Source: an optimization exercise on an open RTL-to-GDS flow (aim: small area and a short achievable clock period). Production flows keep margins and buffers that such runs may drop.
Power and IR drop assume default switching activity.

// cpu_top_level
module cpu_top_level(clk,rst,r0,r1,r2,r3,r4,r5,r6,r7,
                     imem_addr,imem_data,dmem_addr,dmem_wdata,dmem_we,dmem_rdata);
For scale: roughly 1700 cells after synthesis, roughly 210 I/O pins.
clock: 7.0 ns
lec_check: 0
cap_margin: 20
core_margin: 2
core_utilization: 40
place_density: 0.6
setup_slack_margin: 4.3
slew_margin: 20
standard.sh (not shown) runs the stock make flow with config.mk's settings and CLKGATE_MAP_FILE= SYNTH_SCRIPT=/design/flow/synth_recipe.tcl, a recipe that flattens the netlist after the stock synthesis.
==> flow/flow/run.sh <==
#!/bin/bash
# Standard ORFS layout, with the smallest buffer cell on the ports.
set -euo pipefail
bash standard.sh "BUFFER_PORTS_ARGS=-buffer_cell sky130_fd_sc_hd__buf_1" finish > standard.log 2>&1
Change:
SETUP_SLACK_MARGIN = 4.6   (was 4.3)
=> The changed run ran to the end with no violations. Cell area grows by 7.0%. Routed wire length grows by 3.0%. Setup slack gets better by 88 ps. Non-clock buffer count grows by 155. Sequential power barely changes. Critical path depth shrinks by 3. Flip-flop and latch count is unchanged. Clock-buffer cell count shrinks by 6. Fmax grows by 2.9%. Final cell count grows by 6.0%.
Function was not checked in any run of this note: the RTL went through the layout flow alone.


cpu_top_level, a different RTL version from the one above (not shown whole).
Size in the first run: roughly 1700 cells after synthesis, ~360 flip-flops, about 210 I/O pins, ~0.017 mm² of cells after synthesis.
export LEC_CHECK = 0
export CAP_MARGIN = 20
export CORE_MARGIN = 2
export CORE_UTILIZATION = 40
export PLACE_DENSITY = 0.6
export SETUP_SLACK_MARGIN = 4.4
export SLEW_MARGIN = 20
create_clock -name core_clock -period 7.0 [get_ports {clk}]
==> flow/flow/run.sh <==
#!/bin/bash
# Standard ORFS layout, with the smallest buffer cell on the ports and a clock tree
# of fewer, larger leaf clusters.
set -euo pipefail
bash standard.sh "BUFFER_PORTS_ARGS=-buffer_cell sky130_fd_sc_hd__buf_1" \
  "CTS_ARGS=-sink_clustering_enable -repair_clock_nets -buf_list sky130_fd_sc_hd__clkbuf_16 -sink_clustering_size 24 -sink_clustering_max_diameter 100 -dont_use_dummy_load" \
  finish > standard.log 2>&1
Edit:
Settings changed: SETUP_SLACK_MARGIN 4.4 to 4.
Effect:
- The changed run produced a clean layout
- clock power stays flat
- routed wire length went down by 2.6%
- critical path depth stays the same
- final area drops by 7.1%
- global-route usage goes down by 0.30 points
- fmax is lower by 0.47%
- area after synthesis stays the same
- setup slack loses 14 ps
Function was not checked in any run of this note: the RTL went through the layout flow alone.


== lane 1 ==
The RTL this note starts from:
==> flow/design.v <==
module cpu_top_level(clk,rst,r0,r1,r2,r3,r4,r5,r6,r7,
                     imem_addr,imem_data,dmem_addr,dmem_wdata,dmem_we,dmem_rdata);
    input clk,rst;
    output [15:0] r0,r1,r2,r3,r4,r5,r6,r7;
    output [15:0] imem_addr;
    input [15:0] imem_data;
    output [15:0] dmem_addr,dmem_wdata;
    output dmem_we;
    input [15:0] dmem_rdata;
    reg [15:0] pc;                        
    reg [15:0] rf1,rf2,rf3,rf4,rf5,rf6,rf7;
    reg        cflag, zflag;
    reg [15:0] ir_id, pc2_id;
    reg [15:0] ir_rr, pc2_rr;
    reg        cancel_rr;
    reg [3:0]  op_ex;
    reg [2:0]  dest_ex;
    reg [8:0]  imm_ex;
    reg [15:0] pc2_ex, a_ex, b_ex;
    reg        wr_ex, we_ex, memop_ex, invb_ex, usec_ex, cin1_ex, nand_ex, kill_ex;
    reg [15:0] res_mem, sd_mem;
    reg        carry_mem;
    reg [2:0]  dest_mem;
    reg        wr_mem, fwd_mem, we_mem, lw_mem, cwr_mem, zwr_mem, cc_mem, zc_mem;
    reg [15:0] res_wb;
    reg        carry_wb;
    reg [2:0]  dest_wb;
    reg        wr_wb, fwd_wb, cwr_wb, zwr_wb, cc_wb, zc_wb;
    assign r0 = pc; assign r1 = rf1; assign r2 = rf2; assign r3 = rf3;
    assign r4 = rf4; assign r5 = rf5; assign r6 = rf6; assign r7 = rf7;
    assign imem_addr = pc;
    wire ex_br   = (op_ex == 4'b1000) | (op_ex == 4'b1001) | (op_ex == 4'b1010);
    wire ex_jal  = (op_ex == 4'b1100);
    wire ex_jlr  = (op_ex == 4'b1101);
    wire ex_jri  = (op_ex == 4'b1111);
    wire ex_lli  = (op_ex == 4'b0011);
    wire ex_lw   = (op_ex == 4'b0100);
    wire flush   = ex_br | ex_jal | ex_jlr | ex_jri;
    wire [15:0] ain = memop_ex ? {{10{imm_ex[5]}}, imm_ex[5:0]} : a_ex;
    wire [15:0] bx  = b_ex ^ {16{invb_ex}};
    wire        cin = usec_ex ? carry_mem : cin1_ex;
    wire [16:0] sum = {1'b0, ain} + {1'b0, bx} + {16'b0, cin};
    wire [15:0] alu = nand_ex ? ~(ain & ~b_ex) : sum[15:0];
    wire        carry_ex = ~kill_ex & (nand_ex | (sum[16] ^ invb_ex));
    wire [15:0] res_ex = kill_ex ? 16'd0 : (ex_jal | ex_jlr) ? pc2_ex :
                         ex_lli ? {7'b0, imm_ex} : alu;
    wire [14:0] off = ex_jal ? {{6{imm_ex[8]}}, imm_ex} : {{9{imm_ex[5]}}, imm_ex[5:0]};
    wire [14:0] tgt_hi = pc2_ex[15:1] + off - 15'd1;
    wire [15:0] target = (ex_br | ex_jal) ? {tgt_hi, pc2_ex[0]} :
                         ex_jlr ? b_ex : alu;
    wire [3:0] op_rr = ir_rr[15:12];
    wire [2:0] fn_rr = ir_rr[2:0];
    wire [2:0] ra = ir_rr[11:9];
    wire [2:0] rb = ir_rr[8:6];
    wire rr_nz   = |ir_rr;
    wire rr_add  = (op_rr == 4'b0001);
    wire rr_nand = (op_rr == 4'b0010);
    wire rr_br   = (op_rr == 4'b1000) | (op_rr == 4'b1001) | (op_rr == 4'b1010);
    wire rr_dwr  = ((op_rr == 4'b0000) & rr_nz) | rr_add | (op_rr == 4'b0100) |
                   (op_rr == 4'b0011) | (op_rr == 4'b1100) | (op_rr == 4'b1101) |
                   (rr_nand & (fn_rr[1:0] != 2'b11));
    wire rr_dwe  = (op_rr == 4'b0101);
    wire [2:0] dest_rr = (rr_add | rr_nand) ? ir_rr[5:3] :
                         (op_rr == 4'b0000) ? ir_rr[8:6] : ir_rr[11:9];
    wire ex_fwd  = wr_ex & ~ex_lli;
    wire freeze  = wr_ex & ex_lw & ((dest_ex == ra) | (dest_ex == rb));
    wire [15:0] mem_val = lw_mem ? dmem_rdata : res_mem;
    reg [15:0] rf_a, rf_b;
    always @(*) begin
        case (ra)
            3'd0: rf_a = pc;  3'd1: rf_a = rf1; 3'd2: rf_a = rf2; 3'd3: rf_a = rf3;
            3'd4: rf_a = rf4; 3'd5: rf_a = rf5; 3'd6: rf_a = rf6; default: rf_a = rf7;
        endcase
        case (rb)
            3'd0: rf_b = pc;  3'd1: rf_b = rf1; 3'd2: rf_b = rf2; 3'd3: rf_b = rf3;
            3'd4: rf_b = rf4; 3'd5: rf_b = rf5; 3'd6: rf_b = rf6; default: rf_b = rf7;
        endcase
    end
    wire [15:0] a_old = (fwd_mem & (dest_mem == ra)) ? mem_val :
                        (fwd_wb  & (dest_wb  == ra)) ? res_wb : rf_a;
    wire [15:0] b_old = (fwd_mem & (dest_mem == rb)) ? mem_val :
                        (fwd_wb  & (dest_wb  == rb)) ? res_wb : rf_b;
    wire hit_a = ex_fwd & (dest_ex == ra);
    wire hit_b = ex_fwd & (dest_ex == rb);
    wire b_imm6 = (op_rr == 4'b0000);
    wire b_imm9 = (op_rr == 4'b1111);
    wire [15:0] a_next = hit_a ? res_ex : a_old;
    wire [15:0] b_next = b_imm6 ? {{10{ir_rr[5]}}, ir_rr[5:0]} :
                         b_imm9 ? {{6{ir_rr[8]}}, ir_rr[8:0], 1'b0} :
                         hit_b ? res_ex : b_old;
    wire wb_wr = wr_wb & (~cc_wb | cflag) & (~zc_wb | zflag);
    wire [15:0] rf_wd = res_wb & {16{~rst}};
    wire [7:0]  rf_we = {8{rst}} | ({8{wb_wr}} & (8'd1 << dest_wb));
    wire [15:0] pc2_if = {pc[15:1] + 15'd1, pc[0]};
    wire clr_ex = rst | freeze;
    always @(posedge clk) begin
        if (rst) pc <= 16'd0;
        else if (!freeze) pc <= flush ? target : pc2_if;
        else if (wb_wr && dest_wb == 3'd0) pc <= res_wb;
        if (rf_we[1]) rf1 <= rf_wd;
        if (rf_we[2]) rf2 <= rf_wd;
        if (rf_we[3]) rf3 <= rf_wd;
        if (rf_we[4]) rf4 <= rf_wd;
        if (rf_we[5]) rf5 <= rf_wd;
        if (rf_we[6]) rf6 <= rf_wd;
        if (rf_we[7]) rf7 <= rf_wd;
        if (cwr_wb) cflag <= carry_wb;
        if (zwr_wb) zflag <= ~|res_wb;
        if (rst) ir_id <= 16'd0;
        else if (!freeze) ir_id <= flush ? 16'd0 : imem_data;
        if (!freeze) pc2_id <= pc2_if;
        if (rst) ir_rr <= 16'd0;
        else if (!freeze) ir_rr <= ir_id;
        if (!freeze) begin
            pc2_rr <= pc2_id;
            cancel_rr <= flush;
        end
        kill_ex <= clr_ex;
        if (clr_ex) begin
            op_ex <= 4'd0; wr_ex <= 1'b0; we_ex <= 1'b0;
        end else begin
            op_ex <= op_rr;
            wr_ex <= rr_dwr & ~cancel_rr & ~flush;
            we_ex <= rr_dwe & ~cancel_rr & ~flush;
        end
        begin
            memop_ex <= (op_rr == 4'b0100) | (op_rr == 4'b0101);
            invb_ex <= (rr_add & fn_rr[2]) | rr_br;
            usec_ex <= rr_add & (fn_rr[1:0] == 2'b11);
            cin1_ex <= rr_br;
            nand_ex <= rr_nand & fn_rr[2] & (fn_rr[1:0] != 2'b11);
            a_ex <= a_next;
            b_ex <= b_next;
        end
        dest_ex <= dest_rr;
        imm_ex <= ir_rr[8:0];
        pc2_ex <= pc2_rr;
        res_mem <= res_ex;
        sd_mem <= a_ex;
        carry_mem <= carry_ex;
        dest_mem <= dest_ex;
        lw_mem <= ex_lw;
        cwr_mem <= (op_ex == 4'b0000) | (op_ex == 4'b0001);
        zwr_mem <= (op_ex == 4'b0000) | (op_ex == 4'b0001) | (op_ex == 4'b0010) | ex_lw;
        cc_mem <= ((op_ex == 4'b0001) | (op_ex == 4'b0010)) & (imm_ex[1:0] == 2'b10);
        zc_mem <= ((op_ex == 4'b0001) | (op_ex == 4'b0010)) & (imm_ex[1:0] == 2'b01);
        if (rst) begin
            wr_mem <= 1'b0; fwd_mem <= 1'b0; we_mem <= 1'b0;
        end else begin
            wr_mem <= wr_ex; fwd_mem <= ex_fwd; we_mem <= we_ex;
        end
        res_wb <= mem_val;
        carry_wb <= carry_mem;
        dest_wb <= dest_mem;
        cwr_wb <= cwr_mem; zwr_wb <= zwr_mem; cc_wb <= cc_mem; zc_wb <= zc_mem;
        if (rst) begin
            wr_wb <= 1'b0; fwd_wb <= 1'b0;
        end else begin
            wr_wb <= wr_mem; fwd_wb <= fwd_mem;
        end
    end
    assign dmem_addr = res_mem;
    assign dmem_wdata = sd_mem;
    assign dmem_we = we_mem;
endmodule
export LEC_CHECK = 0
export CAP_MARGIN = 20
export CORE_MARGIN = 2
export CORE_UTILIZATION = 40
export PLACE_DENSITY = 0.6
export SETUP_SLACK_MARGIN = 4
export SLEW_MARGIN = 20
create_clock -name core_clock -period 7.0 [get_ports {clk}]
==> flow/flow/run.sh <==
#!/bin/bash
# Standard ORFS layout, with the smallest buffer cell on the ports.
set -euo pipefail
bash standard.sh "BUFFER_PORTS_ARGS=-buffer_cell sky130_fd_sc_hd__buf_1" finish > standard.log 2>&1
Changes in lane 2 relative to lane 1:
- an added CTS_BUF_LIST of sky130_fd_sc_hd__clkbuf_8
## What came out
From lane 2 to lane 1, starting density of the core did not move at all. Lane 1 was larger in final cell area than lane 2. As of lane 2, number of non-clock buffers had risen slightly compared to lane 1. Slack of the worst reg-to-reg path (lane 2 over lane 1): increase, 0.04 ns. On die area, lane 1 and lane 2 are basically level. In the tables for lane 1 and lane 2, total power of the final layout reads lower with lane 2.
No run of this note included a check of the RTL's function; only the layout flow was run.

## static timing again, ports no longer ideal
How much do the figures lean on ideal ports? The routed layouts below were timed once more, with nothing changed but the port constraints.
Step 1 assumes that a clkbuf_16 drives the clock port and a buf_2 every other input.
Step 2 also shifts input and output timing later by t, the mid clock arrival at the registers, as if the neighbouring blocks saw the same clock.
Slacks: no drivers / after step 1 / after step 2; pairs: no drivers / after step 1.
run	t (ns)	setup slack, ns	latest minus earliest clock arrival (ns)	worst slew at a driven data input, ns
the first run of note 1	0.614	3.899 / 3.899 / 3.819	0.042 / 0.042	0.08
the second run of note 1	0.613	3.987 / 3.987 / 3.961	0.036 / 0.036	0.09
the first run of note 2	0.596	4.016 / 4.016 / 3.875	0.049 / 0.050	0.04
the second run of note 2	0.586	4.001 / 3.959 / 3.470	0.062 / 0.062	0.04
lane 1	0.599	3.947 / 3.947 / 3.482	0.019 / 0.019	0.08
lane 2	0.672	3.986 / 3.967 / 3.521	0.037 / 0.038	0.08
After both steps setup and hold are still met in every run listed. For the second run of note 2, which loses most, drivers alone change the setup slack by -0.042 ns; drivers and shift together by -0.531 ns.
